Background: an optimization exercise with open tools, aiming at small area. Do not read the settings as production practice. In this exercise RTL edits were held to simulation tests only and were not proved equivalent to the original. No driver is modelled on the clock port, so clocking that relies on it looks cheaper here than on a real chip. Power figures rest on the tool's default switching activity, not on a simulated workload.

== rev 12 ==
==> flow/design.v <==
module debounce(
    input  btnl,
    input  clk,
    input  stb,      
    input  ph2,      
    input  btn,
    output fire
    );
reg       btn0, btn1, key, rose;
reg [4:0] btn_cnt;
localparam [4:0] C29 = 5'd24, C30 = 5'd16;
assign fire = rose & ph2;
always @(posedge clk or posedge btnl)
begin
    if (btnl)
        begin
            btn0 <= 0;  btn1 <= 0;  btn_cnt <= 0;  key <= 0;  rose <= 0;
        end
    else if (stb)
        begin
            btn0 <= btn;  btn1 <= btn0;
            if (btn0 ^ btn1)
                btn_cnt <= 0;
            else if (btn_cnt != C30)
                btn_cnt <= {btn_cnt[3:0], ~(btn_cnt[4] ^ btn_cnt[2])};
            rose <= (btn_cnt == C29) & btn1 & ~key;
            if (btn_cnt == C29)
                key <= btn1;
        end
end
endmodule
module mch_codec
(
    input   btnl,  
    input   clk,   
    input   btnr,  
    input   btnd,  
    input   [15:0] sw,
    input   rxsd,
    output  reg txsd,
    output  [6:0] seg,
    output  dp,
    output  [3:0] an,
    output  reg [15:0] led
);
assign seg = 7'b1111111;
assign dp  = 1'b0;
reg [4:0] q25p;
reg [1:0] q4p;
localparam [4:0] L0 = 5'd0, L1 = 5'd1, L21 = 5'd22, L22 = 5'd13, L23 = 5'd26, L24 = 5'd20;
wire p99 = (q4p == 2'd3) & (q25p == L24);
wire stb = (q4p == 2'd3) & (q25p == L22);
always @(posedge clk or posedge btnl)
    if (btnl)
        begin q25p <= L21;  q4p <= 2'd3; end
    else if (q25p == L24)
        begin q25p <= L0;  q4p <= q4p + 2'd1; end
    else
        q25p <= {q25p[3:0], ~(q25p[4] ^ q25p[2])};
wire start, lsel_tg;
debounce u_debounce0 (.btnl(btnl), .clk(clk), .stb(stb), .ph2(p99), .btn(btnr), .fire(start));
debounce u_debounce1 (.btnl(btnl), .clk(clk), .stb(stb), .ph2(p99), .btn(btnd), .fire(lsel_tg));
reg lsel;
assign an = {lsel, ~lsel, ~lsel, lsel};
always @(posedge clk or posedge btnl)
    if (btnl)
        lsel <= 1'b0;
    else if (lsel_tg)
        lsel <= ~lsel;
reg [6:0] u;
always @(posedge clk or posedge btnl)
    if (btnl)
        u <= 127;
    else if (start)
        u <= 4;
    else if (p99)
        u <= (u < 83) ? u + 1'b1 : 7'd127;
reg [3:0] nib;
reg       sbit;
wire      lt   = (nib < 10);
wire [3:0] low = lt ? nib : nib + 4'd7;
wire      cap  = (q4p == 3) & (q25p == L23) & (u[2:0] == 3'd6) &
                 (u[6:3] >= 4'd3) & (u[6:3] <= 4'd7);
always @(posedge clk)
    if (cap)
        begin
            sbit <= low[0];
            case (u[5:3])
            3'd3: nib <= sw[15:12];
            3'd4: nib <= sw[11:8];
            3'd5: nib <= sw[7:4];
            3'd6: nib <= sw[3:0];
            default: ;
            endcase
        end
wire [2:0] j = u[2:0];
reg        cbit;
always @*
    case (j)
    3'd0: cbit = 1'b0;
    3'd1: cbit = ~lt;
    3'd2: cbit = lt;
    3'd3: cbit = lt;
    3'd4: cbit = low[3];
    3'd5: cbit = low[2];
    3'd6: cbit = low[1];
    default: cbit = sbit;
    endcase
reg bbit;
always @*
    if (u < 24)         bbit = ~u[1];             
    else if (u < 32)    bbit = (j == 3'd5);       
    else if (u < 64)    bbit = cbit;              
    else                bbit = ~u[1];             
wire sdo = bbit ^ ~q4p[1];
always @(posedge clk or posedge btnl)
    if (btnl)
        txsd <= 1;
    else if ((q25p == L1) & q4p[0])
        begin
            if (u < 16)         txsd <= u[1];
            else if (u < 72)    txsd <= sdo;
            else if (u < 84)    txsd <= ~u[1];
            else                txsd <= 1'b1;
        end
reg       rd0, rd1, rxing;
reg       chi;
reg [4:0] clo;
reg       pl0, pl1;
reg [7:0] acnt;
reg       bad;         
reg  [6:0] tpd;                  
wire [7:0] rbyte = {tpd, ~rd0};   
wire rR = pl0 & ~pl1;
wire rF = pl1 & ~pl0;
always @(posedge clk or posedge btnl)
    if (btnl)
        begin rd0 <= 1;  rd1 <= 1; end
    else
        begin rd0 <= rxsd;  rd1 <= rd0; end
always @(posedge clk or posedge btnl)
    if (btnl)
        begin rxing <= 0;  chi <= 1; end
    else if (~rxing & rd1 & ~rd0)
        begin rxing <= 1;  chi <= 0; end
    else if (rxing)
        begin
            if (rd0 ^ rd1)
                chi <= 0;
            else if (clo == L24)
                chi <= ~chi;
            if (acnt == 170)    rxing <= 0;
        end
    else
        chi <= 1;
always @(posedge clk)
    if (~rxing | (rd0 ^ rd1) | (clo == L24))
        clo <= L0;
    else
        clo <= {clo[3:0], ~(clo[4] ^ clo[2])};
always @(posedge clk)
    begin pl0 <= chi;  pl1 <= pl0; end
always @(posedge clk)
    if (~rxing)
        acnt <= 0;
    else if (rR & (acnt < 170))
        acnt <= acnt + 1'b1;
always @(posedge clk)
    if (~rxing)
        bad <= 0;
    else if (rR & (((acnt < 24) & (rd0 != acnt[2])) | ((acnt == 8'd38) & (rbyte != 8'hcc))))
        bad <= 1;
reg [3:0] d0, d1, d2, d3;
reg [3:0] v;
reg       x0, x1, cm;
reg [3:0] nb0, nb1, nb2, nb3;
wire       dig   = (rbyte[7:4] == 4'h3) & (rbyte[3:0] < 10);
wire       alp   = (rbyte[7:4] == 4'h4) & (rbyte[3:0] > 0) & (rbyte[3:0] < 7);
wire       rvld  = dig | alp;
wire [3:0] rdec  = dig ? rbyte[3:0] : rbyte[3:0] + 4'd9;
always @(posedge clk)
    if (rR)
        begin
            if (~acnt[0])
                tpd <= rbyte[6:0];
            if (acnt == 8'd70)  begin d0 <= rdec;  v[0] <= rvld; end
            if (acnt == 8'd86)  begin d1 <= rdec;  v[1] <= rvld; end
            if (acnt == 8'd102) begin d2 <= rdec;  v[2] <= rvld; end
            if (acnt == 8'd118) begin d3 <= rdec;  v[3] <= rvld; end
        end
always @(posedge clk or posedge btnl)
    if (btnl)
        begin x0 <= 1;  x1 <= 1;  cm <= 0; end
    else
        begin
            x0 <= pl1;  x1 <= x0;
            cm <= x1 & ~x0 & (acnt == 8'd142) & ~bad;
        end
always @(posedge clk or posedge btnl)
    if (btnl)
        begin nb0 <= 0;  nb1 <= 0;  nb2 <= 0;  nb3 <= 0; end
    else if (cm)
        begin
            if (v[0]) nb0 <= d0;
            if (v[1]) nb1 <= d1;
            if (v[2]) nb2 <= d2;
            if (v[3]) nb3 <= d3;
        end
always @(posedge clk or posedge btnl)
    if (btnl)
        led <= 0;
    else if (lsel == 0)
        led <= sw;
    else
        led <= {nb0, nb1, nb2, nb3};
endmodule
==> flow/config.mk <==
export PLATFORM = sky130hd
export DESIGN_NAME = mch_codec
export DESIGN_NICKNAME = mch_codec
export VERILOG_FILES = /design/flow/design.v
export SDC_FILE = /design/flow/constraint.sdc
export NUM_CORES = 4
export LEC_CHECK = 0
export CAP_MARGIN = 20
export CORE_MARGIN = 2
export CORE_UTILIZATION = 50
export SLEW_MARGIN = 20
==> flow/constraint.sdc <==
create_clock -name core_clock -period 10.0 [get_ports {clk}]
set_input_delay 2.0000 -clock core_clock [delete_from_list [all_inputs] [get_ports {clk}]]
set_output_delay 2.0000 -clock core_clock [all_outputs]
set_load 0.01 [all_outputs]
standard.sh (not shown) runs the stock make flow with config.mk's settings and CLKGATE_MAP_FILE= SYNTH_SCRIPT=/design/flow/synth_recipe.tcl, a recipe that flattens the netlist after the stock synthesis.
==> flow/flow/run.sh <==
#!/bin/bash
# Layout = the standard ORFS flow (standard.sh), with these changes:
#  - ports are buffered with the smallest buffer (buf_1);
#  - CTS inserts no dummy loads, uses clkbuf_4 under a clkbuf_16 root;
#  - tie cells are not split per load;
#  - after CTS, fix_clk.tcl sizes each clock buffer to the smallest clkbuf
#    that keeps the slew at its loads under CLK_SLEW_TARGET.
# Each tool's output goes to its own log file in this folder.
set -euo pipefail
export BUFFER_PORTS_ARGS="-buffer_cell sky130_fd_sc_hd__buf_1"
export CTS_ARGS="-sink_clustering_enable -repair_clock_nets -root_buf sky130_fd_sc_hd__clkbuf_16 -buf_list sky130_fd_sc_hd__clkbuf_4 -dont_use_dummy_load"
export SKIP_REPAIR_TIE_FANOUT=1
bash standard.sh cts > standard_to_cts.log 2>&1
RES_DIR=orfs/results/sky130hd/mch_codec/base CLK_SLEW_TARGET=0.1 \
  openroad -no_init -exit flow/fix_clk.tcl > fix_clk.log 2>&1
bash standard.sh > standard_finish.log 2>&1
Other scripts of this flow, unchanged in this note and not shown: flow/flow/fix_clk.tcl
Inputs modified between rev 12 and rev 13:
--- a/flow/design.v
+++ b/flow/design.v
@@ -128,10 +128,8 @@
 reg [4:0] clo;
 reg       pl0, pl1;
 reg [7:0] acnt;
 reg       bad;         
-reg  [6:0] tpd;                  
-wire [7:0] rbyte = {tpd, ~rd0};   
 wire rR = pl0 & ~pl1;
 wire rF = pl1 & ~pl0;
 always @(posedge clk or posedge btnl)
     if (btnl)
@@ -167,27 +165,28 @@
         acnt <= acnt + 1'b1;
 always @(posedge clk)
     if (~rxing)
         bad <= 0;
-    else if (rR & (((acnt < 24) & (rd0 != acnt[2])) | ((acnt == 8'd38) & (rbyte != 8'hcc))))
+    else if (rR & (((acnt < 24) & (rd0 != acnt[2])) | ((acnt == 8'd39) & (tpd != 8'hcc))))
         bad <= 1;
+reg [7:0] tpd;
 reg [3:0] d0, d1, d2, d3;
 reg [3:0] v;
 reg       x0, x1, cm;
 reg [3:0] nb0, nb1, nb2, nb3;
-wire       dig   = (rbyte[7:4] == 4'h3) & (rbyte[3:0] < 10);
-wire       alp   = (rbyte[7:4] == 4'h4) & (rbyte[3:0] > 0) & (rbyte[3:0] < 7);
+wire       dig   = (tpd[7:4] == 4'h3) & (tpd[3:0] < 10);
+wire       alp   = (tpd[7:4] == 4'h4) & (tpd[3:0] > 0) & (tpd[3:0] < 7);
 wire       rvld  = dig | alp;
-wire [3:0] rdec  = dig ? rbyte[3:0] : rbyte[3:0] + 4'd9;
+wire [3:0] rdec  = dig ? tpd[3:0] : tpd[3:0] + 4'd9;
 always @(posedge clk)
     if (rR)
         begin
             if (~acnt[0])
-                tpd <= rbyte[6:0];
-            if (acnt == 8'd70)  begin d0 <= rdec;  v[0] <= rvld; end
-            if (acnt == 8'd86)  begin d1 <= rdec;  v[1] <= rvld; end
-            if (acnt == 8'd102) begin d2 <= rdec;  v[2] <= rvld; end
-            if (acnt == 8'd118) begin d3 <= rdec;  v[3] <= rvld; end
+                tpd <= {tpd[6:0], ~rd0};
+            if (acnt == 8'd71)  begin d0 <= rdec;  v[0] <= rvld; end
+            if (acnt == 8'd87)  begin d1 <= rdec;  v[1] <= rvld; end
+            if (acnt == 8'd103) begin d2 <= rdec;  v[2] <= rvld; end
+            if (acnt == 8'd119) begin d3 <= rdec;  v[3] <= rvld; end
         end
 always @(posedge clk or posedge btnl)
     if (btnl)
         begin x0 <= 1;  x1 <= 1;  cm <= 0; end
Findings:
- Taking rev 12 as the reference point, the final worst setup slack of rev 13 falls by 0.037 ns.
- From rev 12 to rev 13 the numbers moved as follows: end-of-flow core utilization held steady; total power consumption of the routed design rose by 5.2%.
- Any difference in post-route cell area between rev 12 and rev 13 is small enough to ignore.
- Rev 12 has higher routed wire length than rev 13.
- A most common cell after layout, fill and taps aside of sky130_fd_sc_hd__nand2_1 is what rev 12 shows, while sky130_fd_sc_hd__dfrtp_1 belongs to rev 13.
- Relative to rev 12, routability congestion estimate from global placement has gone down in rev 13.
- Rev 13 reports a higher clock period minus worst slack than rev 12 does.

## static timing again, ports no longer ideal
No port has a modelled driver above. Below, the same layouts with a new extraction and two added sets of constraints.
Step 1, drivers: a clkbuf_16 drives clk and a buf_2 each remaining input, both assumed.
Step 2 times the ports against the registers' clock, not the clock port: input delays grow and output delays shrink by t, the midpoint of the rising clock arrivals with the driver on.
Three values: no drivers, after step 1, after step 2; two values: the first two.
| run | t, ns | setup slack, ns | worst setup path at the end | clock arrival spread, ns | slew at the worst register clock pin (ns) |
|---|---|---|---|---|---|
| rev 12 | 0.367 | 6.435 / 6.399 / 6.766 | register to output | 0.036 / 0.036 | 0.09 / 0.09 |
| rev 13 | 0.370 | 6.398 / 6.358 / 6.729 | register to output | 0.041 / 0.041 | 0.09 / 0.09 |
After both steps every run listed still meets setup and hold.
